Background: an optimization exercise with open tools, aiming at small area. Do not read the settings as production practice.
Function was checked by simulation only, so behaviour that the tests miss may differ from the original.

## flow/design.v (module list and top-level ports; edited modules follow where they fit)
// module FA: 4 lines
// module HA: 4 lines
// module adder_tree: 1472 lines
// module mac_array: 619 lines
module mac_array#(
    parameter   BATCH   = 32,
    parameter   DATA_W  = 8,
    parameter   RES_W   = 32
    )(
    input   clk,
    input   rst,
    input   new_acc,
    input   [BATCH  -1 : 0][DATA_W  -1 : 0] vec_a,
    input   [BATCH  -1 : 0][DATA_W  -1 : 0] vec_b,
    output  [BATCH  -1 : 0][RES_W   -1 : 0] vec_out,
    output  [RES_W  -1 : 0] sca_out
    );
  // ...
==> flow/flow/run.sh <==
#!/bin/bash
# The standard layout (standard synthesis, floorplan, placement, CTS,
# routing) with two changes:
# - the port buffers that placement inserts on every input and output use the
#   smallest buffer cell instead of a delay buffer;
# - CTS clusters more flip-flops per leaf buffer and adds no dummy loads.
set -euo pipefail
export BUFFER_PORTS_ARGS="-buffer_cell sky130_fd_sc_hd__buf_1"
export CTS_ARGS="-sink_clustering_enable -repair_clock_nets -dont_use_dummy_load -sink_clustering_size 24 -sink_clustering_max_diameter 120"
bash standard.sh > standard.log 2>&1
==> flow/standard.sh <==
#!/bin/bash
# synth_recipe.tcl (not shown) runs the flow's synth.tcl, then flattens the netlist and writes it again
# the make line also repeats each setting of config.mk as NAME=value (left out here)
make -C /OpenROAD-flow-scripts/flow DESIGN_CONFIG=/design/flow/config.mk WORK_HOME=/design/flow/orfs CLKGATE_MAP_FILE= SYNTH_SCRIPT=/design/flow/synth_recipe.tcl "${@:-finish}"
==> flow/config.mk <==
export PLATFORM = sky130hd
export DESIGN_NAME = mac_array
export DESIGN_NICKNAME = mac_array
export VERILOG_FILES = /design/flow/design.v
export SDC_FILE = /design/flow/constraint.sdc
export NUM_CORES = 4
export LEC_CHECK = 0
export CAP_MARGIN = 35
export CORE_MARGIN = 2
export CORE_UTILIZATION = 40
export SLEW_MARGIN = 35
export SYNTH_HIERARCHICAL = 1
==> flow/constraint.sdc <==
create_clock -name core_clock -period 6.0 [get_ports {clk}]
set_input_delay 1.2000 -clock core_clock [delete_from_list [all_inputs] [get_ports {clk}]]
set_output_delay 1.2000 -clock core_clock [all_outputs]
set_load 0.01 [all_outputs]
==> results.py, run 1 <==
metrics = {
    "global_routing": {
        "grt_max_degree": 184,
        "grt_antenna_before_repair": 79,
        "grt_remaining_overflow": 0,
    },
    "detailed_routing": {
        "antenna_violating_nets_post_route": 0,
        "met3_length_um": 33300,
        "drt-vias-per-instance": 5.06,
        "wl_per_cell_um": 28.0,
        "drt_drc_violations_left": 0,
    },
    "layout": {
        "fraction_of_standard_cell_area_in_multi_input_logic_pct": 59.9,
        "nClkBuffers": 124,
        "num-multi-input-gates": 8809,
        "seq_share_pct": 29.7,
        "clkCellAreaFrac_pct": 2.01,
        "final_common_cell": "sky130_fd_sc_hd__fa_1",
        "final_net_count": 16400,
        "non_clock_buffer_share_of_cell_area_pct": 4.04,
    },
    "synthesis": {
        "post-synth-top-count-cell": "sky130_fd_sc_hd__fa_1",
        "synthMuxAreaShare_pct": 1.58,
        "yosys.area_share.adder_pct": 37.9,
        "ys_seq_elements": 2296,
        "mappedNetlistArea_mm2": 0.144,
    },
    "clock_tree": {
        "ctsHoldBuffers": 0,
        "cts_made_buffers": 124,
        "clock-sinks": 2296,
    },
    "outcome": {
        "result_of_the_run": "no timing/DRC/antenna violations",
    },
    "sta": {
        "clock.fmax_mhz": 173,
        "finalHoldWorstSlack_ps": 303,
        "final.min_clock_period_ps": 5770,
        "post-route-period-util_pct": 96.2,
        "finalHoldViolCount": 0,
    },
    "min_path": {
        "min_from": "adder_tree_inst.d3[4]",
    },
    "floorplanning": {
        "die_height_um": 604,
        "initial_utilization_pct": 40.1,
    },
    "run": {
        "timing.max_cap.violations": 0,
    },
    "setup_path": {
        "worst_setup_path_type": "reg -> reg",
        "critical_path_cell_with_the_highest_stage_delay": "sky130_fd_sc_hd__dfxtp_1",
    },
}
==> module mac_array, before the edit <==
module mac_array#(
    parameter   BATCH   = 32,
    parameter   DATA_W  = 8,
    parameter   RES_W   = 32
    )(
    input   clk,
    input   rst,
    input   new_acc,
    input   [BATCH  -1 : 0][DATA_W  -1 : 0] vec_a,
    input   [BATCH  -1 : 0][DATA_W  -1 : 0] vec_b,
    output  [BATCH  -1 : 0][RES_W   -1 : 0] vec_out,
    output  [RES_W  -1 : 0] sca_out
    );
    reg sload_reg;
    always @(posedge clk) sload_reg <= new_acc;
    wire [BATCH*16-1:0] prod_all;
    generate
        genvar i;
        for (i = 0; i < BATCH; i = i + 1) begin: ARR
    wire [7:0]  a = vec_a[i];
    wire [7:0]  b = vec_b[i];
    wire [15:0] prod;
    wire [31:0] accum_out;
    reg [7:0]  a_reg, b_reg;
    reg [15:0] mult_reg;
    reg [15:0] lo;
    reg [15:0] hi;
    reg        inc, dec;
    wire [15:0] upper;
    wire m0;
    wire m1;
    wire m2;
    wire m3;
    wire m4;
    wire m5;
    wire m6;
    wire m7;
    wire m8;
    wire m9;
    wire m10;
    wire m11;
    wire m12;
    wire m13;
    wire m14;
    wire m15;
    wire m16;
    wire m17;
    wire m18;
    wire m19;
    wire m20;
    wire m21;
    wire m22;
    wire m23;
    wire m24;
    wire m25;
    wire m26;
    wire m27;
    wire m28;
    wire m29;
    wire m30;
    wire m31;
    wire m32;
    wire m33;
    wire m34;
    wire m35;
    wire m36;
    wire m37;
    wire m38;
    wire m39;
    wire m40;
    wire m41;
    wire m42;
    wire m43;
    wire m44;
    wire m45;
    wire m46;
    wire m47;
    wire m48;
    wire m49;
    wire m50;
    wire m51;
    wire m52;
    wire m53;
    wire m54;
    wire m55;
    wire m56;
    wire m57;
    wire m58;
    wire m59;
    wire m60;
    wire m61;
    wire m62;
    wire m63;
    wire m64;
    wire m65;
    wire m66;
    wire m67;
    wire m68;
    wire m69;
    wire m70;
    wire m71;
    wire m72;
    wire m73;
    wire m74;
    wire m75;
    wire m76;
    wire m77;
    wire m78;
    wire m79;
    wire m80;
    wire m81;
    wire m82;
    wire m83;
    wire m84;
    wire m85;
    wire m86;
    wire m87;
    wire m88;
    wire m89;
    wire m90;
    wire m91;
    wire m92;
    wire m93;
    wire m94;
    wire m95;
    wire m96;
    wire m97;
    wire m98;
    wire m99;
    wire m100;
    wire m101;
    wire m102;
    wire m103;
    wire m104;
    wire m105;
    wire m106;
    wire m107;
    wire m108;
    wire m109;
    wire m110;
    wire m111;
    wire m112;
    wire m113;
    wire m114;
    wire m115;
    wire m116;
    wire m117;
    wire m118;
    wire m119;
    wire m120;
    wire m121;
    wire m122;
    wire m123;
    wire m124;
    wire m125;
    wire m126;
    wire m127;
    wire m128;
    wire m129;
    wire m130;
    wire m131;
    wire m132;
    wire m133;
    wire m134;
    wire m135;
    wire m136;
    wire m137;
    wire m138;
    wire m139;
    wire m140;
    wire m141;
    wire m142;
    wire m143;
    wire m144;
    wire m145;
    wire m146;
    wire m147;
    wire m148;
    wire m149;
    wire m150;
    wire m151;
    wire m152;
    wire m153;
    wire m154;
    wire m155;
    wire m156;
    wire m157;
    wire m158;
    wire m159;
    wire m160;
    wire m161;
    wire m162;
    wire m163;
    wire m164;
    wire m165;
    wire m166;
    wire m167;
    wire m168;
    wire m169;
    wire m170;
    wire m171;
    wire m172;
    wire m173;
    wire m174;
    wire m175;
    wire m176;
    wire m177;
    wire m178;
    wire m179;
    wire m180;
    wire m181;
    wire m182;
    wire m183;
    wire m184;
    wire m185;
    wire m186;
    wire m187;
    wire m188;
    wire m189;
    wire m190;
    wire m191;
    wire m192;
    wire m193;
    wire m194;
    wire m195;
    wire m196;
    wire m197;
    wire m198;
    wire m199;
    wire m200;
    wire m201;
    wire m202;
    wire m203;
    wire m204;
    wire m205;
    wire m206;
    wire m207;
    wire m208;
    wire m209;
    wire m210;
    wire m211;
    wire m212;
    wire m213;
    wire m214;
    wire m215;
    wire m216;
    wire m217;
    wire m218;
    wire m219;
    wire m220;
    wire m221;
    wire m222;
    wire m223;
    wire m224;
    wire m225;
    wire m226;
    wire m227;
    wire m228;
    wire m229;
    wire m230;
    wire m231;
    wire m232;
    wire m233;
    wire m234;
    wire m235;
    wire m236;
    wire m237;
    wire m238;
    wire m239;
    wire m240;
    wire m241;
    wire m242;
    wire m243;
    wire m244;
    wire m245;
    wire m246;
    wire m247;
    wire m248;
    wire m249;
    wire m250;
    wire m251;
    wire m252;
    wire m253;
    wire m254;
    wire m255;
    wire m256;
    wire m257;
    wire m258;
    wire m259;
    wire m260;
    wire m261;
    wire m262;
    wire m263;
    wire m264;
    wire m265;
    wire m266;
    wire m267;
    wire m268;
    wire m269;
    wire m270;
    wire m271;
    wire m272;
    wire m273;
    wire m274;
    wire m275;
    wire m276;
    wire m277;
    wire m278;
    wire m279;
    wire m280;
    wire m281;
    wire m282;
    wire m283;
    wire m284;
    wire m285;
    wire m286;
    wire m287;
    wire m288;
    wire m289;
    wire m290;
    wire m291;
    wire m292;
    wire m293;
    wire m294;
    wire m295;
    wire m296;
    wire m297;
    wire m298;
    wire m299;
    wire m300;
    wire m301;
    wire m302;
    wire m303;
    wire m304;
    wire m305;
    wire m306;
    wire m307;
    wire m308;
    wire m309;
    wire m310;
    wire m311;
    wire m312;
    wire m313;
    wire m314;
    wire m315;
    wire m316;
    wire m317;
    wire m318;
    assign m0 = a_reg[0] & b_reg[0];
    assign m1 = a_reg[0] & b_reg[1];
    assign m2 = a_reg[0] & b_reg[2];
    assign m3 = a_reg[0] & b_reg[3];
    assign m4 = a_reg[0] & b_reg[4];
    assign m5 = a_reg[0] & b_reg[5];
    assign m6 = a_reg[0] & b_reg[6];
    assign m7 = ~(a_reg[0] & b_reg[7]);
    assign m8 = a_reg[1] & b_reg[0];
    assign m9 = a_reg[1] & b_reg[1];
    assign m10 = a_reg[1] & b_reg[2];
    assign m11 = a_reg[1] & b_reg[3];
    assign m12 = a_reg[1] & b_reg[4];
    assign m13 = a_reg[1] & b_reg[5];
    assign m14 = a_reg[1] & b_reg[6];
    assign m15 = ~(a_reg[1] & b_reg[7]);
    assign m16 = a_reg[2] & b_reg[0];
    assign m17 = a_reg[2] & b_reg[1];
    assign m18 = a_reg[2] & b_reg[2];
    assign m19 = a_reg[2] & b_reg[3];
    assign m20 = a_reg[2] & b_reg[4];
    assign m21 = a_reg[2] & b_reg[5];
    assign m22 = a_reg[2] & b_reg[6];
    assign m23 = ~(a_reg[2] & b_reg[7]);
    assign m24 = a_reg[3] & b_reg[0];
    assign m25 = a_reg[3] & b_reg[1];
    assign m26 = a_reg[3] & b_reg[2];
    assign m27 = a_reg[3] & b_reg[3];
    assign m28 = a_reg[3] & b_reg[4];
    assign m29 = a_reg[3] & b_reg[5];
    assign m30 = a_reg[3] & b_reg[6];
    assign m31 = ~(a_reg[3] & b_reg[7]);
    assign m32 = a_reg[4] & b_reg[0];
    assign m33 = a_reg[4] & b_reg[1];
    assign m34 = a_reg[4] & b_reg[2];
    assign m35 = a_reg[4] & b_reg[3];
    assign m36 = a_reg[4] & b_reg[4];
    assign m37 = a_reg[4] & b_reg[5];
    assign m38 = a_reg[4] & b_reg[6];
    assign m39 = ~(a_reg[4] & b_reg[7]);
    assign m40 = a_reg[5] & b_reg[0];
    assign m41 = a_reg[5] & b_reg[1];
    assign m42 = a_reg[5] & b_reg[2];
    assign m43 = a_reg[5] & b_reg[3];
    assign m44 = a_reg[5] & b_reg[4];
    assign m45 = a_reg[5] & b_reg[5];
    assign m46 = a_reg[5] & b_reg[6];
    assign m47 = ~(a_reg[5] & b_reg[7]);
    assign m48 = a_reg[6] & b_reg[0];
    assign m49 = a_reg[6] & b_reg[1];
    assign m50 = a_reg[6] & b_reg[2];
    assign m51 = a_reg[6] & b_reg[3];
    assign m52 = a_reg[6] & b_reg[4];
    assign m53 = a_reg[6] & b_reg[5];
    assign m54 = a_reg[6] & b_reg[6];
    assign m55 = ~(a_reg[6] & b_reg[7]);
    assign m56 = ~(a_reg[7] & b_reg[0]);
    assign m57 = ~(a_reg[7] & b_reg[1]);
    assign m58 = ~(a_reg[7] & b_reg[2]);
    assign m59 = ~(a_reg[7] & b_reg[3]);
    assign m60 = ~(a_reg[7] & b_reg[4]);
    assign m61 = ~(a_reg[7] & b_reg[5]);
    assign m62 = ~(a_reg[7] & b_reg[6]);
    assign m63 = a_reg[7] & b_reg[7];
    HA u_m64 (.a(m13), .b(m20), .s(m64), .co(m65));
    FA u_m66 (.a(m14), .b(m21), .c(m28), .s(m66), .co(m67));
    HA u_m68 (.a(m35), .b(m42), .s(m68), .co(m69));
    assign m70 = ~(m15 ^ m22);
    assign m71 = m15 | m22;
    FA u_m72 (.a(m29), .b(m36), .c(m43), .s(m72), .co(m73));
    FA u_m74 (.a(m23), .b(m30), .c(m37), .s(m74), .co(m75));
    HA u_m76 (.a(m11), .b(m18), .s(m76), .co(m77));
    FA u_m78 (.a(m12), .b(m19), .c(m26), .s(m78), .co(m79));
    HA u_m80 (.a(m33), .b(m40), .s(m80), .co(m81));
    FA u_m82 (.a(m27), .b(m34), .c(m41), .s(m82), .co(m83));
    FA u_m84 (.a(m48), .b(m6), .c(m64), .s(m84), .co(m85));
    FA u_m86 (.a(m49), .b(m56), .c(m7), .s(m86), .co(m87));
    FA u_m88 (.a(m65), .b(m68), .c(m66), .s(m88), .co(m89));
    FA u_m90 (.a(m50), .b(m57), .c(m69), .s(m90), .co(m91));
    FA u_m92 (.a(m67), .b(m70), .c(m72), .s(m92), .co(m93));
    FA u_m94 (.a(m44), .b(m51), .c(m58), .s(m94), .co(m95));
    FA u_m96 (.a(m71), .b(m73), .c(m74), .s(m96), .co(m97));
    FA u_m98 (.a(m31), .b(m38), .c(m45), .s(m98), .co(m99));
    FA u_m100 (.a(m52), .b(m59), .c(m75), .s(m100), .co(m101));
    FA u_m102 (.a(m39), .b(m46), .c(m53), .s(m102), .co(m103));
    HA u_m104 (.a(m10), .b(m17), .s(m104), .co(m105));
    FA u_m106 (.a(m25), .b(m32), .c(m4), .s(m106), .co(m107));
    FA u_m108 (.a(m5), .b(m77), .c(m80), .s(m108), .co(m109));
    FA u_m110 (.a(m81), .b(m79), .c(m82), .s(m110), .co(m111));
    FA u_m112 (.a(m83), .b(m86), .c(m85), .s(m112), .co(m113));
    FA u_m114 (.a(m87), .b(m90), .c(m89), .s(m114), .co(m115));
    FA u_m116 (.a(m91), .b(m94), .c(m93), .s(m116), .co(m117));
    FA u_m118 (.a(m95), .b(m98), .c(m100), .s(m118), .co(m119));
    FA u_m120 (.a(m60), .b(m99), .c(m102), .s(m120), .co(m121));
    FA u_m122 (.a(m47), .b(m54), .c(m61), .s(m122), .co(m123));
    HA u_m124 (.a(m16), .b(m2), .s(m124), .co(m125));
    FA u_m126 (.a(m24), .b(m3), .c(m104), .s(m126), .co(m127));
    FA u_m128 (.a(m105), .b(m76), .c(m106), .s(m128), .co(m129));
    FA u_m130 (.a(m107), .b(m78), .c(m108), .s(m130), .co(m131));
    FA u_m132 (.a(m109), .b(m84), .c(m110), .s(m132), .co(m133));
    FA u_m134 (.a(m111), .b(m88), .c(m112), .s(m134), .co(m135));
    FA u_m136 (.a(m113), .b(m92), .c(m114), .s(m136), .co(m137));
    FA u_m138 (.a(m96), .b(m115), .c(m116), .s(m138), .co(m139));
    FA u_m140 (.a(m97), .b(m117), .c(m118), .s(m140), .co(m141));
    FA u_m142 (.a(m101), .b(m120), .c(m119), .s(m142), .co(m143));
    FA u_m144 (.a(m103), .b(m122), .c(m121), .s(m144), .co(m145));
    FA u_m146 (.a(m55), .b(m62), .c(m123), .s(m146), .co(m147));
    HA u_m148 (.a(m1), .b(m8), .s(m148), .co(m149));
    FA u_m150 (.a(m9), .b(m124), .c(m149), .s(m150), .co(m151));
    FA u_m152 (.a(m125), .b(m126), .c(m151), .s(m152), .co(m153));
    FA u_m154 (.a(m127), .b(m128), .c(m153), .s(m154), .co(m155));
    FA u_m156 (.a(m129), .b(m130), .c(m155), .s(m156), .co(m157));
    FA u_m158 (.a(m131), .b(m132), .c(m157), .s(m158), .co(m159));
    FA u_m160 (.a(m133), .b(m134), .c(m159), .s(m160), .co(m161));
    FA u_m162 (.a(m135), .b(m136), .c(m161), .s(m162), .co(m163));
    FA u_m164 (.a(m137), .b(m138), .c(m163), .s(m164), .co(m165));
    HA u_m166 (.a(m139), .b(m140), .s(m166), .co(m167));
    FA u_m168 (.a(m141), .b(m142), .c(m167), .s(m168), .co(m169));
    FA u_m170 (.a(m144), .b(m143), .c(m169), .s(m170), .co(m171));
    FA u_m172 (.a(m146), .b(m145), .c(m171), .s(m172), .co(m173));
    FA u_m174 (.a(m63), .b(m147), .c(m173), .s(m174), .co(m175));
    assign m176 = m166 ^ m165;
    assign m177 = m165 & m166;
    assign m178 = m168 ^ m177;
    assign m179 = m166 & m168;
    assign m180 = m165 & m179;
    assign m181 = m170 ^ m180;
    assign m182 = m179 & m170;
    assign m183 = m165 & m182;
    assign m184 = m172 ^ m183;
    assign m185 = m182 & m172;
    assign m186 = m165 & m185;
    assign m187 = m174 ^ m186;
    assign m188 = m185 & m174;
    assign m189 = m165 & m188;
    assign m190 = m175 ^ m189;
    assign m191 = ~mult_reg[15];
    assign m192 = lo[4] & ~sload_reg;
    assign m193 = lo[5] & ~sload_reg;
    assign m194 = lo[6] & ~sload_reg;
    assign m195 = lo[7] & ~sload_reg;
    assign m196 = lo[8] & ~sload_reg;
    assign m197 = lo[9] & ~sload_reg;
    assign m198 = lo[10] & ~sload_reg;
    assign m199 = lo[11] & ~sload_reg;
    assign m200 = lo[12] & ~sload_reg;
    assign m201 = lo[13] & ~sload_reg;
    assign m202 = lo[14] & ~sload_reg;
    assign m203 = lo[15] & ~sload_reg;
    HA u_m204 (.a(lo[0]), .b(mult_reg[0]), .s(m204), .co(m205));
    FA u_m206 (.a(lo[1]), .b(mult_reg[1]), .c(m205), .s(m206), .co(m207));
    FA u_m208 (.a(lo[2]), .b(mult_reg[2]), .c(m207), .s(m208), .co(m209));
    FA u_m210 (.a(lo[3]), .b(mult_reg[3]), .c(m209), .s(m210), .co(m211));
    assign m212 = m211 & ~sload_reg;
    FA u_m213 (.a(m192), .b(mult_reg[4]), .c(m212), .s(m213), .co(m214));
    FA u_m215 (.a(m193), .b(mult_reg[5]), .c(m214), .s(m215), .co(m216));
    FA u_m217 (.a(m194), .b(mult_reg[6]), .c(m216), .s(m217), .co(m218));
    FA u_m219 (.a(m195), .b(mult_reg[7]), .c(m218), .s(m219), .co(m220));
    FA u_m221 (.a(m196), .b(mult_reg[8]), .c(m220), .s(m221), .co(m222));
    FA u_m223 (.a(m197), .b(mult_reg[9]), .c(m222), .s(m223), .co(m224));
    FA u_m225 (.a(m198), .b(mult_reg[10]), .c(m224), .s(m225), .co(m226));
    HA u_m227 (.a(m199), .b(mult_reg[11]), .s(m227), .co(m228));
    FA u_m229 (.a(m200), .b(mult_reg[12]), .c(m228), .s(m229), .co(m230));
    FA u_m231 (.a(m201), .b(mult_reg[13]), .c(m230), .s(m231), .co(m232));
    FA u_m233 (.a(m202), .b(mult_reg[14]), .c(m232), .s(m233), .co(m234));
    FA u_m235 (.a(m203), .b(m191), .c(m234), .s(m235), .co(m236));
    assign m237 = m227 ^ m226;
    assign m238 = m226 & m227;
    assign m239 = m229 ^ m238;
    assign m240 = m227 & m229;
    assign m241 = m226 & m240;
    assign m242 = m231 ^ m241;
    assign m243 = m240 & m231;
    assign m244 = m226 & m243;
    assign m245 = m233 ^ m244;
    assign m246 = m243 & m233;
    assign m247 = m226 & m246;
    assign m248 = m235 ^ m247;
    assign m249 = m246 & m235;
    assign m250 = m236 | (m226 & m249);
    assign m251 = sload_reg ? mult_reg[0] : m204;
    assign m252 = sload_reg ? mult_reg[1] : m206;
    assign m253 = sload_reg ? mult_reg[2] : m208;
    assign m254 = sload_reg ? mult_reg[3] : m210;
    assign m255 = m250 & ~m191;
    assign m256 = ~m250 & m191;
    assign m257 = inc | dec;
    assign m258 = hi[0] ^ m257;
    assign m259 = (inc & hi[0]) | (dec & ~hi[0]);
    assign m260 = hi[1] ^ m259;
    assign m261 = hi[0] & hi[1];
    assign m262 = ~hi[0] & ~hi[1];
    assign m263 = (inc & m261) | (dec & m262);
    assign m264 = hi[2] ^ m263;
    assign m265 = m261 & hi[2];
    assign m266 = m262 & ~hi[2];
    assign m267 = (inc & m265) | (dec & m266);
    assign m268 = hi[3] ^ m267;
    assign m269 = m265 & hi[3];
    assign m270 = m266 & ~hi[3];
    assign m271 = (inc & m269) | (dec & m270);
    assign m272 = hi[4] ^ m271;
    assign m273 = m269 & hi[4];
    assign m274 = m270 & ~hi[4];
    assign m275 = (inc & m273) | (dec & m274);
    assign m276 = hi[5] ^ m275;
    assign m277 = m273 & hi[5];
    assign m278 = m274 & ~hi[5];
    assign m279 = (inc & m277) | (dec & m278);
    assign m280 = hi[6] ^ m279;
    assign m281 = m277 & hi[6];
    assign m282 = m278 & ~hi[6];
    assign m283 = (inc & m281) | (dec & m282);
    assign m284 = hi[7] ^ m283;
    assign m285 = m281 & hi[7];
    assign m286 = m282 & ~hi[7];
    assign m287 = (inc & m285) | (dec & m286);
    assign m288 = hi[8] ^ m287;
    assign m289 = m285 & hi[8];
    assign m290 = m286 & ~hi[8];
    assign m291 = (inc & m289) | (dec & m290);
    assign m292 = hi[9] ^ m291;
    assign m293 = m289 & hi[9];
    assign m294 = m290 & ~hi[9];
    assign m295 = (inc & m293) | (dec & m294);
    assign m296 = hi[10] ^ m295;
    assign m297 = m293 & hi[10];
    assign m298 = m294 & ~hi[10];
    assign m299 = (inc & m297) | (dec & m298);
    assign m300 = hi[11] ^ m299;
    assign m301 = m297 & hi[11];
    assign m302 = m298 & ~hi[11];
    assign m303 = (inc & m301) | (dec & m302);
    assign m304 = hi[12] ^ m303;
    assign m305 = m301 & hi[12];
    assign m306 = m302 & ~hi[12];
    assign m307 = (inc & m305) | (dec & m306);
    assign m308 = hi[13] ^ m307;
    assign m309 = m305 & hi[13];
    assign m310 = m306 & ~hi[13];
    assign m311 = (inc & m309) | (dec & m310);
    assign m312 = hi[14] ^ m311;
    assign m313 = m309 & hi[14];
    assign m314 = m310 & ~hi[14];
    assign m315 = (inc & m313) | (dec & m314);
    assign m316 = hi[15] ^ m315;
    assign m317 = m313 & hi[15];
    assign m318 = m314 & ~hi[15];
    assign upper = {m316, m312, m308, m304, m300, m296, m292, m288, m284, m280, m276, m272, m268, m264, m260, m258};
    always @(posedge clk) begin
        a_reg     <= a;
        b_reg     <= b;
        mult_reg  <= {m190, m187, m184, m181, m178, m176, m164, m162, m160, m158, m156, m154, m152, m150, m148, m0};
        lo        <= {m248, m245, m242, m239, m237, m225, m223, m221, m219, m217, m215, m213, m254, m253, m252, m251};
        inc       <= m255;
        dec       <= m256;
        hi        <= upper & {16{~sload_reg}};
    end
    assign prod      = mult_reg;
    assign accum_out = {upper, lo};
    assign prod_all[16*i +: 16] = prod;
    assign vec_out[i] = accum_out;
        end
    endgenerate
    adder_tree adder_tree_inst (
        .clk        (clk        ),
        .sload_reg  (sload_reg  ),
        .prod       (prod_all   ),
        .sum        (sca_out    )
    );
endmodule
==> inputs of run 2 (changes only) <==
--- a/flow/design.v
+++ b/flow/design.v
@@ -1817,15 +1817,6 @@
     wire m307;
     wire m308;
     wire m309;
-    wire m310;
-    wire m311;
-    wire m312;
-    wire m313;
-    wire m314;
-    wire m315;
-    wire m316;
-    wire m317;
-    wire m318;
     assign m0 = a_reg[0] & b_reg[0];
     assign m1 = a_reg[0] & b_reg[1];
     assign m2 = a_reg[0] & b_reg[2];
@@ -1942,146 +1933,137 @@
     FA u_m160 (.a(m133), .b(m134), .c(m159), .s(m160), .co(m161));
     FA u_m162 (.a(m135), .b(m136), .c(m161), .s(m162), .co(m163));
     FA u_m164 (.a(m137), .b(m138), .c(m163), .s(m164), .co(m165));
-    HA u_m166 (.a(m139), .b(m140), .s(m166), .co(m167));
+    FA u_m166 (.a(m139), .b(m140), .c(m165), .s(m166), .co(m167));
     FA u_m168 (.a(m141), .b(m142), .c(m167), .s(m168), .co(m169));
-    FA u_m170 (.a(m144), .b(m143), .c(m169), .s(m170), .co(m171));
+    HA u_m170 (.a(m144), .b(m143), .s(m170), .co(m171));
     FA u_m172 (.a(m146), .b(m145), .c(m171), .s(m172), .co(m173));
     FA u_m174 (.a(m63), .b(m147), .c(m173), .s(m174), .co(m175));
-    assign m176 = m166 ^ m165;
-    assign m177 = m165 & m166;
-    assign m178 = m168 ^ m177;
-    assign m179 = m166 & m168;
-    assign m180 = m165 & m179;
-    assign m181 = m170 ^ m180;
-    assign m182 = m179 & m170;
-    assign m183 = m165 & m182;
-    assign m184 = m172 ^ m183;
-    assign m185 = m182 & m172;
-    assign m186 = m165 & m185;
-    assign m187 = m174 ^ m186;
-    assign m188 = m185 & m174;
-    assign m189 = m165 & m188;
-    assign m190 = m175 ^ m189;
-    assign m191 = ~mult_reg[15];
-    assign m192 = lo[4] & ~sload_reg;
-    assign m193 = lo[5] & ~sload_reg;
-    assign m194 = lo[6] & ~sload_reg;
-    assign m195 = lo[7] & ~sload_reg;
-    assign m196 = lo[8] & ~sload_reg;
-    assign m197 = lo[9] & ~sload_reg;
-    assign m198 = lo[10] & ~sload_reg;
-    assign m199 = lo[11] & ~sload_reg;
-    assign m200 = lo[12] & ~sload_reg;
-    assign m201 = lo[13] & ~sload_reg;
-    assign m202 = lo[14] & ~sload_reg;
-    assign m203 = lo[15] & ~sload_reg;
-    HA u_m204 (.a(lo[0]), .b(mult_reg[0]), .s(m204), .co(m205));
-    FA u_m206 (.a(lo[1]), .b(mult_reg[1]), .c(m205), .s(m206), .co(m207));
-    FA u_m208 (.a(lo[2]), .b(mult_reg[2]), .c(m207), .s(m208), .co(m209));
-    FA u_m210 (.a(lo[3]), .b(mult_reg[3]), .c(m209), .s(m210), .co(m211));
-    assign m212 = m211 & ~sload_reg;
-    FA u_m213 (.a(m192), .b(mult_reg[4]), .c(m212), .s(m213), .co(m214));
-    FA u_m215 (.a(m193), .b(mult_reg[5]), .c(m214), .s(m215), .co(m216));
-    FA u_m217 (.a(m194), .b(mult_reg[6]), .c(m216), .s(m217), .co(m218));
-    FA u_m219 (.a(m195), .b(mult_reg[7]), .c(m218), .s(m219), .co(m220));
-    FA u_m221 (.a(m196), .b(mult_reg[8]), .c(m220), .s(m221), .co(m222));
-    FA u_m223 (.a(m197), .b(mult_reg[9]), .c(m222), .s(m223), .co(m224));
-    FA u_m225 (.a(m198), .b(mult_reg[10]), .c(m224), .s(m225), .co(m226));
-    HA u_m227 (.a(m199), .b(mult_reg[11]), .s(m227), .co(m228));
-    FA u_m229 (.a(m200), .b(mult_reg[12]), .c(m228), .s(m229), .co(m230));
-    FA u_m231 (.a(m201), .b(mult_reg[13]), .c(m230), .s(m231), .co(m232));
-    FA u_m233 (.a(m202), .b(mult_reg[14]), .c(m232), .s(m233), .co(m234));
-    FA u_m235 (.a(m203), .b(m191), .c(m234), .s(m235), .co(m236));
-    assign m237 = m227 ^ m226;
-    assign m238 = m226 & m227;
+    assign m176 = m170 ^ m169;
+    assign m177 = m169 & m170;
+    assign m178 = m172 ^ m177;
+    assign m179 = m170 & m172;
+    assign m180 = m169 & m179;
+    assign m181 = m174 ^ m180;
+    assign m182 = m179 & m174;
+    assign m183 = m169 & m182;
+    assign m184 = m175 ^ m183;
+    assign m185 = ~mult_reg[15];
+    assign m186 = lo[4] & ~sload_reg;
+    assign m187 = lo[5] & ~sload_reg;
+    assign m188 = lo[6] & ~sload_reg;
+    assign m189 = lo[7] & ~sload_reg;
+    assign m190 = lo[8] & ~sload_reg;
+    assign m191 = lo[9] & ~sload_reg;
+    assign m192 = lo[10] & ~sload_reg;
+    assign m193 = lo[11] & ~sload_reg;
+    assign m194 = lo[12] & ~sload_reg;
+    assign m195 = lo[13] & ~sload_reg;
+    assign m196 = lo[14] & ~sload_reg;
+    assign m197 = lo[15] & ~sload_reg;
+    HA u_m198 (.a(lo[0]), .b(mult_reg[0]), .s(m198), .co(m199));
+    FA u_m200 (.a(lo[1]), .b(mult_reg[1]), .c(m199), .s(m200), .co(m201));
+    FA u_m202 (.a(lo[2]), .b(mult_reg[2]), .c(m201), .s(m202), .co(m203));
+    FA u_m204 (.a(lo[3]), .b(mult_reg[3]), .c(m203), .s(m204), .co(m205));
+    assign m206 = m205 & ~sload_reg;
+    FA u_m207 (.a(m186), .b(mult_reg[4]), .c(m206), .s(m207), .co(m208));
+    FA u_m209 (.a(m187), .b(mult_reg[5]), .c(m208), .s(m209), .co(m210));
+    FA u_m211 (.a(m188), .b(mult_reg[6]), .c(m210), .s(m211), .co(m212));
+    FA u_m213 (.a(m189), .b(mult_reg[7]), .c(m212), .s(m213), .co(m214));
+    FA u_m215 (.a(m190), .b(mult_reg[8]), .c(m214), .s(m215), .co(m216));
+    FA u_m217 (.a(m191), .b(mult_reg[9]), .c(m216), .s(m217), .co(m218));
+    FA u_m219 (.a(m192), .b(mult_reg[10]), .c(m218), .s(m219), .co(m220));
+    FA u_m221 (.a(m193), .b(mult_reg[11]), .c(m220), .s(m221), .co(m222));
+    HA u_m223 (.a(m194), .b(mult_reg[12]), .s(m223), .co(m224));
+    FA u_m225 (.a(m195), .b(mult_reg[13]), .c(m224), .s(m225), .co(m226));
+    FA u_m227 (.a(m196), .b(mult_reg[14]), .c(m226), .s(m227), .co(m228));
+    FA u_m229 (.a(m197), .b(m185), .c(m228), .s(m229), .co(m230));
+    assign m231 = m223 ^ m222;
+    assign m232 = m222 & m223;
+    assign m233 = m225 ^ m232;
+    assign m234 = m223 & m225;
+    assign m235 = m222 & m234;
+    assign m236 = m227 ^ m235;
+    assign m237 = m234 & m227;
+    assign m238 = m222 & m237;
     assign m239 = m229 ^ m238;
-    assign m240 = m227 & m229;
-    assign m241 = m226 & m240;
-    assign m242 = m231 ^ m241;
-    assign m243 = m240 & m231;
-    assign m244 = m226 & m243;
-    assign m245 = m233 ^ m244;
-    assign m246 = m243 & m233;
-    assign m247 = m226 & m246;
-    assign m248 = m235 ^ m247;
-    assign m249 = m246 & m235;
-    assign m250 = m236 | (m226 & m249);
-    assign m251 = sload_reg ? mult_reg[0] : m204;
-    assign m252 = sload_reg ? mult_reg[1] : m206;
-    assign m253 = sload_reg ? mult_reg[2] : m208;
-    assign m254 = sload_reg ? mult_reg[3] : m210;
-    assign m255 = m250 & ~m191;
-    assign m256 = ~m250 & m191;
-    assign m257 = inc | dec;
-    assign m258 = hi[0] ^ m257;
-    assign m259 = (inc & hi[0]) | (dec & ~hi[0]);
-    assign m260 = hi[1] ^ m259;
-    assign m261 = hi[0] & hi[1];
-    assign m262 = ~hi[0] & ~hi[1];
-    assign m263 = (inc & m261) | (dec & m262);
-    assign m264 = hi[2] ^ m263;
-    assign m265 = m261 & hi[2];
-    assign m266 = m262 & ~hi[2];
-    assign m267 = (inc & m265) | (dec & m266);
-    assign m268 = hi[3] ^ m267;
-    assign m269 = m265 & hi[3];
-    assign m270 = m266 & ~hi[3];
-    assign m271 = (inc & m269) | (dec & m270);
-    assign m272 = hi[4] ^ m271;
-    assign m273 = m269 & hi[4];
-    assign m274 = m270 & ~hi[4];
-    assign m275 = (inc & m273) | (dec & m274);
-    assign m276 = hi[5] ^ m275;
-    assign m277 = m273 & hi[5];
-    assign m278 = m274 & ~hi[5];
-    assign m279 = (inc & m277) | (dec & m278);
-    assign m280 = hi[6] ^ m279;
-    assign m281 = m277 & hi[6];
-    assign m282 = m278 & ~hi[6];
-    assign m283 = (inc & m281) | (dec & m282);
-    assign m284 = hi[7] ^ m283;
-    assign m285 = m281 & hi[7];
-    assign m286 = m282 & ~hi[7];
-    assign m287 = (inc & m285) | (dec & m286);
-    assign m288 = hi[8] ^ m287;
-    assign m289 = m285 & hi[8];
-    assign m290 = m286 & ~hi[8];
-    assign m291 = (inc & m289) | (dec & m290);
-    assign m292 = hi[9] ^ m291;
-    assign m293 = m289 & hi[9];
-    assign m294 = m290 & ~hi[9];
-    assign m295 = (inc & m293) | (dec & m294);
-    assign m296 = hi[10] ^ m295;
-    assign m297 = m293 & hi[10];
-    assign m298 = m294 & ~hi[10];
-    assign m299 = (inc & m297) | (dec & m298);
-    assign m300 = hi[11] ^ m299;
-    assign m301 = m297 & hi[11];
-    assign m302 = m298 & ~hi[11];
-    assign m303 = (inc & m301) | (dec & m302);
-    assign m304 = hi[12] ^ m303;
-    assign m305 = m301 & hi[12];
-    assign m306 = m302 & ~hi[12];
-    assign m307 = (inc & m305) | (dec & m306);
-    assign m308 = hi[13] ^ m307;
-    assign m309 = m305 & hi[13];
-    assign m310 = m306 & ~hi[13];
-    assign m311 = (inc & m309) | (dec & m310);
-    assign m312 = hi[14] ^ m311;
-    assign m313 = m309 & hi[14];
-    assign m314 = m310 & ~hi[14];
-    assign m315 = (inc & m313) | (dec & m314);
-    assign m316 = hi[15] ^ m315;
-    assign m317 = m313 & hi[15];
-    assign m318 = m314 & ~hi[15];
-    assign upper = {m316, m312, m308, m304, m300, m296, m292, m288, m284, m280, m276, m272, m268, m264, m260, m258};
+    assign m240 = m237 & m229;
+    assign m241 = m230 | (m222 & m240);
+    assign m242 = sload_reg ? mult_reg[0] : m198;
+    assign m243 = sload_reg ? mult_reg[1] : m200;
+    assign m244 = sload_reg ? mult_reg[2] : m202;
+    assign m245 = sload_reg ? mult_reg[3] : m204;
+    assign m246 = m241 & ~m185;
+    assign m247 = ~m241 & m185;
+    assign m248 = inc | dec;
+    assign m249 = hi[0] ^ m248;
+    assign m250 = (inc & hi[0]) | (dec & ~hi[0]);
+    assign m251 = hi[1] ^ m250;
+    assign m252 = hi[0] & hi[1];
+    assign m253 = ~hi[0] & ~hi[1];
+    assign m254 = (inc & m252) | (dec & m253);
+    assign m255 = hi[2] ^ m254;
+    assign m256 = m252 & hi[2];
+    assign m257 = m253 & ~hi[2];
+    assign m258 = (inc & m256) | (dec & m257);
+    assign m259 = hi[3] ^ m258;
+    assign m260 = m256 & hi[3];
+    assign m261 = m257 & ~hi[3];
+    assign m262 = (inc & m260) | (dec & m261);
+    assign m263 = hi[4] ^ m262;
+    assign m264 = m260 & hi[4];
+    assign m265 = m261 & ~hi[4];
+    assign m266 = (inc & m264) | (dec & m265);
+    assign m267 = hi[5] ^ m266;
+    assign m268 = m264 & hi[5];
+    assign m269 = m265 & ~hi[5];
+    assign m270 = (inc & m268) | (dec & m269);
+    assign m271 = hi[6] ^ m270;
+    assign m272 = m268 & hi[6];
+    assign m273 = m269 & ~hi[6];
+    assign m274 = (inc & m272) | (dec & m273);
+    assign m275 = hi[7] ^ m274;
+    assign m276 = m272 & hi[7];
+    assign m277 = m273 & ~hi[7];
+    assign m278 = (inc & m276) | (dec & m277);
+    assign m279 = hi[8] ^ m278;
+    assign m280 = m276 & hi[8];
+    assign m281 = m277 & ~hi[8];
+    assign m282 = (inc & m280) | (dec & m281);
+    assign m283 = hi[9] ^ m282;
+    assign m284 = m280 & hi[9];
+    assign m285 = m281 & ~hi[9];
+    assign m286 = (inc & m284) | (dec & m285);
+    assign m287 = hi[10] ^ m286;
+    assign m288 = m284 & hi[10];
+    assign m289 = m285 & ~hi[10];
+    assign m290 = (inc & m288) | (dec & m289);
+    assign m291 = hi[11] ^ m290;
+    assign m292 = m288 & hi[11];
+    assign m293 = m289 & ~hi[11];
+    assign m294 = (inc & m292) | (dec & m293);
+    assign m295 = hi[12] ^ m294;
+    assign m296 = m292 & hi[12];
+    assign m297 = m293 & ~hi[12];
+    assign m298 = (inc & m296) | (dec & m297);
+    assign m299 = hi[13] ^ m298;
+    assign m300 = m296 & hi[13];
+    assign m301 = m297 & ~hi[13];
+    assign m302 = (inc & m300) | (dec & m301);
+    assign m303 = hi[14] ^ m302;
+    assign m304 = m300 & hi[14];
+    assign m305 = m301 & ~hi[14];
+    assign m306 = (inc & m304) | (dec & m305);
+    assign m307 = hi[15] ^ m306;
+    assign m308 = m304 & hi[15];
+    assign m309 = m305 & ~hi[15];
+    assign upper = {m307, m303, m299, m295, m291, m287, m283, m279, m275, m271, m267, m263, m259, m255, m251, m249};
     always @(posedge clk) begin
         a_reg     <= a;
         b_reg     <= b;
-        mult_reg  <= {m190, m187, m184, m181, m178, m176, m164, m162, m160, m158, m156, m154, m152, m150, m148, m0};
-        lo        <= {m248, m245, m242, m239, m237, m225, m223, m221, m219, m217, m215, m213, m254, m253, m252, m251};
-        inc       <= m255;
-        dec       <= m256;
+        mult_reg  <= {m184, m181, m178, m176, m168, m166, m164, m162, m160, m158, m156, m154, m152, m150, m148, m0};
+        lo        <= {m239, m236, m233, m231, m221, m219, m217, m215, m213, m211, m209, m207, m245, m244, m243, m242};
+        inc       <= m246;
+        dec       <= m247;
         hi        <= upper & {16{~sload_reg}};
     end
     assign prod      = mult_reg;
--- a/flow/config.mk
+++ b/flow/config.mk
@@ -7,6 +7,6 @@
 export LEC_CHECK = 0
 export CAP_MARGIN = 35
 export CORE_MARGIN = 2
-export CORE_UTILIZATION = 40
+export CORE_UTILIZATION = 60
 export SLEW_MARGIN = 35
 export SYNTH_HIERARCHICAL = 1
==> run 2 against run 1 <==
  * Flip-flop and latch count is the same
  * Utilization increased by 21 points
  * Clock skew is 120 ps lower
  * Global-route usage up 11 points
  * Setup slack got worse by 110 ps
==> results.py, run 2 <==
metrics = {
    "outcome": {
        "result_of_the_run": "no timing/DRC/antenna violations",
    },
    "synthesis": {
        "synth_edf_count": 0,
        "post_synthesis_net_count": 15300,
        "synth-async-reset-ratio_pct": 0,
        "mappedNetlistArea_mm2": 0.143,
        "yosys_most_used_dff": "sky130_fd_sc_hd__dfxtp_1",
        "post-synth-top-area-fraction_pct": 34.0,
        "ys_seq_elements": 2296,
        "synthesis.instances": 11900,
        "synth.yosys.warnings": 8,
        "synth.cells.most_frequent": "sky130_fd_sc_hd__fa_1 (2426), sky130_fd_sc_hd__dfxtp_1 (2296), sky130_fd_sc_hd__and2_1 (1673)",
        "synth_sequential_area_ratio_pct": 32.2,
        "post-synth-top-count-cell": "sky130_fd_sc_hd__fa_1",
        "yosys.area.top_type": "sky130_fd_sc_hd__fa_1",
        "ys_types": 86,
        "synth.top_cells.by_area": "sky130_fd_sc_hd__fa_1 (34%), sky130_fd_sc_hd__dfxtp_1 (32%), sky130_fd_sc_hd__and2_1 (7.3%)",
        "syn-mean-instance-area_um2": 12.0,
    },
    "min_path": {
        "hp_class": "reg -> reg",
    },
    "placed_design": {
        "numPortBuffers": 1569,
        "hpwl_um": 400000,
        "numPlacedInstances": 15900,
        "gpl.final_weighted_congestion": 1.01,
    },
    "setup_path": {
        "critPathLaunch": "ARR[4].mult_reg[0]",
        "critical_path_cell_with_the_highest_stage_delay": "sky130_fd_sc_hd__fa_1",
        "cp_num_cells": 16,
        "timing.critical_path.buf_inv": 0,
        "arrival_time_of_the_worst_setup_path_ps": 6620,
        "worst_setup_path_type": "reg -> reg",
        "ff2ff_setup_slack_ps": 120,
        "cp_slowest_stage_delay_ps": 420,
        "cp_max_fo": 3,
        "crit_top_cell": "sky130_fd_sc_hd__fa_1",
        "cp_data_required_time_ps": 6740,
        "critPathCaptureType": "flip-flop",
        "cp_cell_sequence": "ha_1 > fa_1 > fa_1 > fa_1 > nor2b_1 > fa_1 > fa_1 > fa_1 > fa_1 > fa_1 > fa_1 > fa_1 > fa_2 > and3_1 > a31oi_1 > and2_1",
        "worst_setup_path_endpoint": "ARR[4].dec",
        "path_delay_family": "adder cells",
        "worstRegToRegCells": 16,
        "regToRegEndpoint": "ARR[4].dec",
        "worstSetupStartpointType": "flip-flop",
        "reg2reg_from": "ARR[4].mult_reg[0]",
    },
    "detailed_routing": {
        "antenna_violating_nets_post_route": 0,
        "finalWirelength_um": 465000,
        "drt_pass1_iterations": 8,
        "drt_first_iter_violations": 6655,
        "drt_drc_violations_left": 0,
        "dr_total_vias": 91500,
        "wl_per_cell_um": 28.9,
        "drt-vias-per-instance": 5.68,
    },
    "clock_tree": {
        "cts.reportedPaths.clkPinSlew_ps": 100,
        "ctsHoldBuffers": 0,
        "cts_tree": "built",
        "clk_path_buf_depth": 3,
        "clock-sinks": 2296,
        "cts_made_buffers": 105,
        "htree_num_levels": 3,
        "worstSkewPairLatency_ps": 810,
        "clock_tree.root_cell": "sky130_fd_sc_hd__clkbuf_16",
    },
    "global_routing": {
        "grt_use_total_pct": 38.6,
        "vias_in_the_first_global_route": 95700,
        "first_pass_grt_wire_length_um": 668000,
        "grt_remaining_overflow": 0,
        "grt_max_degree": 154,
        "grt_antenna_before_repair": 118,
    },
    "layout": {
        "final_net_count": 16300,
        "most-common-layout-cells": "sky130_fd_sc_hd__fa_1 (2402), sky130_fd_sc_hd__dfxtp_1 (2289), sky130_fd_sc_hd__and2_1 (1673)",
        "utilization_pct": 63.8,
        "number_of_standard_cells_in_the_layout_taps_in_and_fillers_out": 16100,
        "final_common_cell": "sky130_fd_sc_hd__fa_1",
        "area.growth.synth_to_final_pct": 6.01,
        "number_of_fill_cells_in_the_layout": 19100,
        "final_layout_size_suffix_gt1_share_pct": 3.20,
    },
    "sta": {
        "clock.fmax_mhz": 170,
        "post-route-period-util_pct": 98.1,
        "tightestPinTransition_ps": 946,
        "final_setup_violation_count": 0,
        "unrepaired_setup_endpoints_after_global_routing": "true",
        "fin_worst_skew_ps": 33.6,
        "max-slew-margin-rel_pct": 36.5,
        "finalHoldWorstSlack_ps": 325,
        "final.min_clock_period_ps": 5880,
        "finalMaxSlewViolations": 0,
        "finalHoldViolCount": 0,
    },
    "floorplanning": {
        "core-area_mm2": 0.237,
        "ioPinCount": 1571,
        "die_height_um": 492,
        "placementRows": 179,
        "fp.dieW_um": 492,
        "dieArea_mm2": 0.242,
        "initial_utilization_pct": 60.2,
    },
    "run": {
        "timing.max_cap.violations": 0,
    },
}
run 2: worst min-delay path by stage:
stage	from	to	depth (start not counted)
finish	adder_tree_inst.d2[20]	adder_tree_inst.d3[20]	0
global route	adder_tree_inst.d2[20]	adder_tree_inst.d3[20]	0
CTS	adder_tree_inst.d3[18]	adder_tree_inst.d4[18]	0
detailed placement	adder_tree_inst.d1[2]	adder_tree_inst.d2[2]	0
global placement	adder_tree_inst.d1[18]	adder_tree_inst.d2[18]	0
floorplan	adder_tree_inst.d1[0]	adder_tree_inst.d2[0]	0
run 2: metrics by stage:
| stage | setup WS [ps] | setup TNS, ps | cell area, um^2 |
|---|---|---|---|
| after floorplan | 609 | 0 | 143000 |
| after global placement | 66.7 | 0 | 148000 |
| after detailed placement | 64.4 | 0 | 148000 |
| after CTS | 55.4 | 0 | 151000 |
| after global routing | -53.2 | -69.4 | 151000 |
| final | 116 | 0 | 151000 |
run 2: routing by layer:
metal,GRT usage (%),vias to the layer above,part of all wire (%)
met5,0,-,0.059
met4,27.3,38,8.8
met3,11.4,1009,9.3
met2,58.8,3564,45
met1,47.1,47200,37
li1,-,39700,-
run 2: Yosys stat by module (local to each module, per instance):
module,cell area (um^2),cells
FA,20.0,1
mac_array,83800,8571
adder_tree,6330,559
HA,12.5,1
run 2: cell families (layout without fill, tap and decap cells):
group                    count (synthesis)  in the layout  share of synthesized area [%]
other                                    0             86                              0
buffers and inverters                  919           1887                           3.76
flip-flops                            2296           2296                           32.2
adder cells (fa/ha/maj)               2904           2904                           38.2
XOR/XNOR                               743            743                           4.56
multiplexers                           209            209                           1.58
AND/OR/NAND/NOR                       4339           4339                           17.5
AO/OA/AOI/OAI                          475            475                           2.27
run 2: layout make-up:
| type | instances | area (um^2) | share of cell area [%] |
|---|---|---|---|
| antenna | 86 | 215 | 0.142 |
| clock buffer | 105 | 2630 | 1.74 |
| inverter | 147 | 552 | 0.364 |
| multi-input combinational | 8670 | 91600 | 60.5 |
| sequential | 2296 | 46000 | 30.4 |
| tap | 3167 | 3960 | 2.62 |
| timing repair buffer | 1635 | 6470 | 4.27 |
run 2: timing repair:
item,4_1_cts,5_1_grt
gates cloned,0,0
buffers inserted,0,0
resized for setup,1,35
pin swaps,0,3
endpoints found under the setup margin,1,39

[what the ideal ports hide]
The results above use ideal ports. As a check the final layouts listed here were re-extracted and re-timed, cells and wires unchanged. Step 1 (the two cells are an assumption about what drives the block):
set clk [get_ports {clk}]
set_driving_cell -lib_cell sky130_fd_sc_hd__clkbuf_16 $clk
set_driving_cell -lib_cell sky130_fd_sc_hd__buf_2 [delete_from_list [all_inputs] $clk]
Step 2 also shifts input and output timing later by t, the mid clock arrival at the registers, as if the neighbouring blocks saw the same clock. Slacks: ideal ports / drivers / drivers and shift; pairs: ideal ports / drivers.
| run | t (ns) | setup slack, ns | hold slack, ns | worst setup path after step 2 | worst register clock-pin slew, ns |
|---|---|---|---|---|---|
| run 1 | 1.015 | 0.227 / 0.227 / 0.227 | 0.303 / 0.214 / 0.303 | register to register | 0.11 / 0.11 |
| run 2 | 0.907 | 0.116 / 0.116 / 0.116 | 0.325 / 0.325 / 0.325 | register to register | 0.11 / 0.11 |
After both steps setup and hold are still met in every run listed.
